Background: an optimization exercise with open tools, aiming at small area, a short achievable clock period and few clock cycles per item. Do not read the settings as production practice.
At most, simulation tests tie the RTL to the original design; equivalence was not proved.
No activity file was given, so power comes from the tool's default toggle rates.

==> inputs of v34 <==
## sha256
module sha256(
    input clk,
    input reset,
    input [71:0] input_number,
    output done,
    output [255:0] hash,
    output [71:0] answer_number
);
    localparam [31:0] IV0 = 32'h6a09e667, IV1 = 32'hbb67ae85,
                      IV2 = 32'h3c6ef372, IV3 = 32'ha54ff53a,
                      IV4 = 32'h510e527f, IV5 = 32'h9b05688c,
                      IV6 = 32'h1f83d9ab, IV7 = 32'h5be0cd19;
    reg [71:0]  msg;             
    reg         done_r;
    reg [7:0]   lo;              
    reg [8:0]   hi;              
    reg         ph_pre, ph_rnd, ph_fin, ph_wmsg, idle;
    reg         ph_sh;           
    reg         ph_wsch;         
    reg [31:0]  a, b, c, d, e, f, g, h;
    reg [31:0]  hkw;             
    reg [31:0]  w [0:15];        
    assign done = done_r;
    assign hash = {e, f, g, h, a, b, c, d};
    assign answer_number = msg;
    wire [31:0] kc;
    assign kc[0] = (hi[0] & (lo[1] | lo[2] | lo[3] | lo[4] | lo[5] | lo[7])) | (hi[1] & (lo[1] | lo[3] | lo[6])) | (hi[2] & (lo[0] | lo[4])) | (hi[3] & (lo[1] | lo[3] | lo[4] | lo[5] | lo[6] | lo[7])) | (hi[4] & (lo[0] | lo[3] | lo[5] | lo[7])) | (hi[5] & (lo[0] | lo[1] | lo[3] | lo[4] | lo[6])) | (hi[6] & (lo[3] | lo[4] | lo[6] | lo[7])) | (hi[7] & (lo[1] | lo[5] | lo[6])) | (hi[8] & (lo[0] | lo[1] | lo[3]));
    assign kc[1] = (hi[0] & (lo[2] | lo[4])) | (hi[1] & (lo[2] | lo[3] | lo[5] | lo[6])) | (hi[2] & (lo[1] | lo[2] | lo[4] | lo[5] | lo[7])) | (hi[3] & (lo[0] | lo[3] | lo[4] | lo[5] | lo[7])) | (hi[4] & (lo[3] | lo[5] | lo[6])) | (hi[5] & (lo[1] | lo[3])) | (hi[6] & (lo[0] | lo[4] | lo[5] | lo[6] | lo[7])) | (hi[7] & (lo[0] | lo[1] | lo[4] | lo[5] | lo[6] | lo[7])) | (hi[8] & (lo[1] | lo[3]));
  ...
clock: 12.0 ns
lec_check: 0
abc_area: 1
cap_margin: 20
core_margin: 2
core_utilization: 40
cts_buf_list: sky130_fd_sc_hd__clkbuf_8
cts_cluster_size: 30
place_density: 0.5
slew_margin: 20
synth_hierarchical: 1
standard.sh (not shown) runs the stock make flow with config.mk's settings and CLKGATE_MAP_FILE= SYNTH_SCRIPT=/design/flow/synth_recipe.tcl, a recipe that flattens the netlist after the stock synthesis.
==> flow/flow/run.sh <==
#!/bin/bash
set -uo pipefail
cd "$(dirname "$0")/.."
bash standard.sh \
  "BUFFER_PORTS_ARGS=-buffer_cell sky130_fd_sc_hd__buf_1" \
  SETUP_SLACK_MARGIN=7.8 \
  finish > standard.log 2>&1
==> inputs of v25, as changes to v34 <==
--- a/flow/design.v
+++ b/flow/design.v
@@ -11,16 +11,14 @@
                       IV4 = 32'h510e527f, IV5 = 32'h9b05688c,
                       IV6 = 32'h1f83d9ab, IV7 = 32'h5be0cd19;
     reg [71:0]  msg;             
     reg         done_r;
     reg [7:0]   lo;              
     reg [8:0]   hi;              
     reg         ph_pre, ph_rnd, ph_fin, ph_wmsg, idle;
-    reg         ph_sh;           
-    reg         ph_wsch;         
     reg [31:0]  a, b, c, d, e, f, g, h;
     reg [31:0]  hkw;             
     reg [31:0]  w [0:15];        
     assign done = done_r;
     assign hash = {e, f, g, h, a, b, c, d};
     assign answer_number = msg;
     wire [31:0] kc;
@@ -113,42 +111,39 @@
     csa32 u_w2s (.x(w1s), .y(w1c), .z(s1w), .s(w2s), .c(w2c_r));
     wire [31:0] w2c = w2c_r << 1;
     wire [31:0] w_sched;
     add32bk u_w_sched (.x(w2s), .y(w2c), .s(w_sched));
     wire [31:0] w_msg = ({32{hi[0] & lo[0]}} & msg[39:8]) |
                         ({32{hi[0] & lo[1]}} & {msg[7:0], 8'h80, 16'h0}) |
                         ({32{hi[1] & lo[6]}} & 32'd72);
-    wire [31:0] w0_next = ({32{idle}} & input_number[71:40]) |
-                          ({32{ph_wmsg}} & w_msg) | ({32{ph_wsch}} & w_sched);
+    wire [31:0] w0_next = idle ? input_number[71:40]
+                        : ph_wmsg ? w_msg : w_sched;
     wire [31:0] hx = ph_pre ? IV7 : g;
     wire [31:0] hz = w[0] & {32{~hi[8]}};
     wire [31:0] h1s, h1c_r;
     csa32 u_h1s (.x(hx), .y(kc), .z(hz), .s(h1s), .c(h1c_r));
     wire [31:0] h1c = h1c_r << 1;
     wire [31:0] hkw_next;
     add32bk u_hkw_next (.x(h1s), .y(h1c), .s(hkw_next));
     integer j;
     always @(posedge clk) begin
         for (j = 15; j > 0; j = j - 1) w[j] <= w[j-1];
         w[0] <= w0_next;
         hkw <= hkw_next;
     end
-    function [31:0] pick(input [31:0] v_sh, input [31:0] v_hold, input [31:0] v_iv);
-        pick = ({32{ph_sh}} & v_sh) | ({32{idle}} & v_hold) | ({32{ph_pre}} & v_iv);
-    endfunction
     always @(posedge clk) begin
-        a <= ({32{ph_rnd}} & a_new) | ({32{ph_fin}} & hkw) |
-             ({32{idle}} & a) | ({32{ph_pre}} & IV0);
-        b <= pick(a, b, IV1);
-        c <= pick(b, c, IV2);
-        d <= pick(c, d, IV3);
-        e <= pick(e_new, e, IV4);
-        f <= pick(e, f, IV5);
-        g <= pick(f, g, IV6);
-        h <= pick(g, h, IV7);
+        if (ph_pre) begin
+            a <= IV0; b <= IV1; c <= IV2; d <= IV3;
+            e <= IV4; f <= IV5; g <= IV6; h <= IV7;
+        end else if (ph_rnd | ph_fin) begin
+            a <= ph_fin ? hkw : a_new;
+            b <= a; c <= b; d <= c;
+            e <= e_new;
+            f <= e; g <= f; h <= g;
+        end
     end
     wire start = (input_number != msg);
     wire c64 = hi[8] & lo[0];
     wire c68 = hi[8] & lo[4];
     always @(posedge clk) begin
         if (start) begin
             lo <= 8'd1;
@@ -161,28 +156,24 @@
     always @(posedge clk or posedge reset) begin
         if (reset) begin
             msg <= 72'h0;
             done_r <= 1'b0;
             ph_pre <= 1'b0;
             ph_rnd <= 1'b0;
             ph_fin <= 1'b0;
-            ph_sh <= 1'b0;
-            ph_wsch <= 1'b0;
             ph_wmsg <= 1'b0;
             idle <= 1'b1;
         end else begin
             msg <= input_number;
             done_r <= start ? 1'b0 : (ph_fin & c68) ? 1'b1 : done_r;
             ph_pre <= start;
             ph_rnd <= ~start & (ph_pre | (ph_rnd & ~c64));
             ph_fin <= ~start & ((ph_rnd & c64) | (ph_fin & ~c68));
-            ph_sh <= ~start & (ph_pre | ph_rnd | (ph_fin & ~c68));
             idle <= ~start & (idle | (ph_fin & c68));
             ph_wmsg <= start | (~start & (ph_pre | ph_rnd) & (hi[0] | (hi[1] & ~lo[6] & ~lo[7])));
-            ph_wsch <= ~start & (ph_pre | ph_rnd | ph_fin) & ~((ph_pre | ph_rnd) & (hi[0] | (hi[1] & ~lo[6] & ~lo[7]))) & ~(ph_fin & c68);
         end
     end
 endmodule
 module csa32(input [31:0] x, input [31:0] y, input [31:0] z,
              output [31:0] s, output [31:0] c);
     assign s = ~(~x ^ y ^ z);
     assign c = ~((~x & ~y) | (~z & (~x | ~y)));
==> flow/flow/run.sh (replaced) <==
#!/bin/bash
set -uo pipefail
cd "$(dirname "$0")/.."
bash standard.sh \
  "BUFFER_PORTS_ARGS=-buffer_cell sky130_fd_sc_hd__buf_1" \
  SETUP_SLACK_MARGIN=7.5 \
  finish > standard.log 2>&1
==> flow/config.mk (replaced) <==
export PLATFORM = sky130hd
export DESIGN_NAME = sha256
export DESIGN_NICKNAME = sha256
export VERILOG_FILES = /design/flow/design.v
export SDC_FILE = /design/flow/constraint.sdc
export NUM_CORES = 4
export LEC_CHECK = 0
export ABC_AREA = 1
export CAP_MARGIN = 20
export CORE_MARGIN = 2
export CORE_UTILIZATION = 60
export CTS_BUF_LIST = sky130_fd_sc_hd__clkbuf_8
export CTS_CLUSTER_SIZE = 30
export PLACE_DENSITY = 0.7
export SLEW_MARGIN = 20
export SYNTH_HIERARCHICAL = 1
==> comparison <==
Of v25 and v34, v25 has the higher clock skew (gap 9.0 ps).
Between v25 and v34, the lower worst hold slack is in v34 (gap 11 ps).
Via count: v34 is smaller than v25 (about 4%).
In v25 the final area is smaller than in v34, by about 5%.
Of v25 and v34, v34 has the higher wire length (gap 8.2%, measured against v34).
In sequential power, v34 and v25 hardly differ.
Testbench counts of v25, summed over its fixed seeds: cycles 26,880, items 384.
For v34, only the layout was checked, not whether the RTL still works.

---

==> branch cedar <==
sha256, a different RTL version from the one above (not shown whole).
clock: 12.0 ns
lec_check: 0
abc_area: 1
cap_margin: 20
core_margin: 2
core_utilization: 60
cts_buf_list: sky130_fd_sc_hd__clkbuf_8
cts_cluster_size: 30
place_density: 0.7
slew_margin: 20
==> flow/flow/run.sh <==
#!/bin/bash
set -uo pipefail
cd "$(dirname "$0")/.."
bash standard.sh \
  "BUFFER_PORTS_ARGS=-buffer_cell sky130_fd_sc_hd__buf_1" \
  SETUP_SLACK_MARGIN=7.5 \
  finish > standard.log 2>&1
==> inputs of branch onyx, as changes to branch cedar <==
CORE_UTILIZATION = 50   (was 60)
CTS_BUF_LIST = default   (was sky130_fd_sc_hd__clkbuf_8)
CTS_CLUSTER_SIZE = default   (was 30)
PLACE_DENSITY = 0.6   (was 0.7)
==> summary of the runs <==
Branch onyx went through all stages and came out clean. Branch cedar ran to the end with no violations.
Of branch onyx and branch cedar, branch onyx has the higher hold slack (gap 0.014 ns).
Of branch onyx and branch cedar, branch onyx has the higher die area (gap about 20%, measured against branch cedar).
Non-clock buffer count: branch cedar is lower than branch onyx (11).
Fmax is about the same in branch cedar and branch onyx.
Between branch cedar and branch onyx, the lower final cell count is in branch cedar (gap about 2%, measured against branch onyx).
Against branch onyx, the worst setup slack of branch cedar is worse by 0.0018 ns.
Between branch onyx and branch cedar, the lower clock skew is in branch onyx (gap 0.017 ns).
In branch onyx the first-iteration DRC count is smaller than in branch cedar, by 9.7%.
Between branch onyx and branch cedar, the lower clock power is in branch cedar (gap about 15%, measured against branch cedar).
Testbench counts of branch cedar, summed over its fixed seeds: cycles 26,880, items 384.
Testbench counts of branch onyx, summed over its fixed seeds: cycles 26,880, items 384.

-- re-timing with driven ports --
In the flow no input, the clock included, has a driving cell. The finished layouts below were timed again as built, in two steps. Step 1 (the two cells are an assumption about what drives the block):
set clk [get_ports {clk}]
set_driving_cell -lib_cell sky130_fd_sc_hd__clkbuf_16 $clk
set_driving_cell -lib_cell sky130_fd_sc_hd__buf_2 [delete_from_list [all_inputs] $clk]
Step 2 also shifts input and output timing later by t, the mid clock arrival at the registers, as if the neighbouring blocks saw the same clock. Slacks: no drivers / after step 1 / after step 2; pairs: no drivers / after step 1.
run | t, ns | slack for setup (ns) | hold slack, ns
v34 | 0.916 | 7.807 / 7.731 / 7.123 | 0.295 / 0.295 / 0.295
v25 | 0.882 | 7.513 / 7.513 / 7.513 | 0.306 / 0.306 / 0.306
branch cedar | 0.891 | 7.555 / 7.555 / 7.393 | 0.282 / 0.282 / 0.282
branch onyx | 0.776 | 7.556 / 7.556 / 7.302 | 0.297 / 0.297 / 0.297
After both steps setup and hold are still met in every run listed. For v34, which loses most, drivers alone change the setup slack by -0.076 ns; drivers and shift together by -0.684 ns.
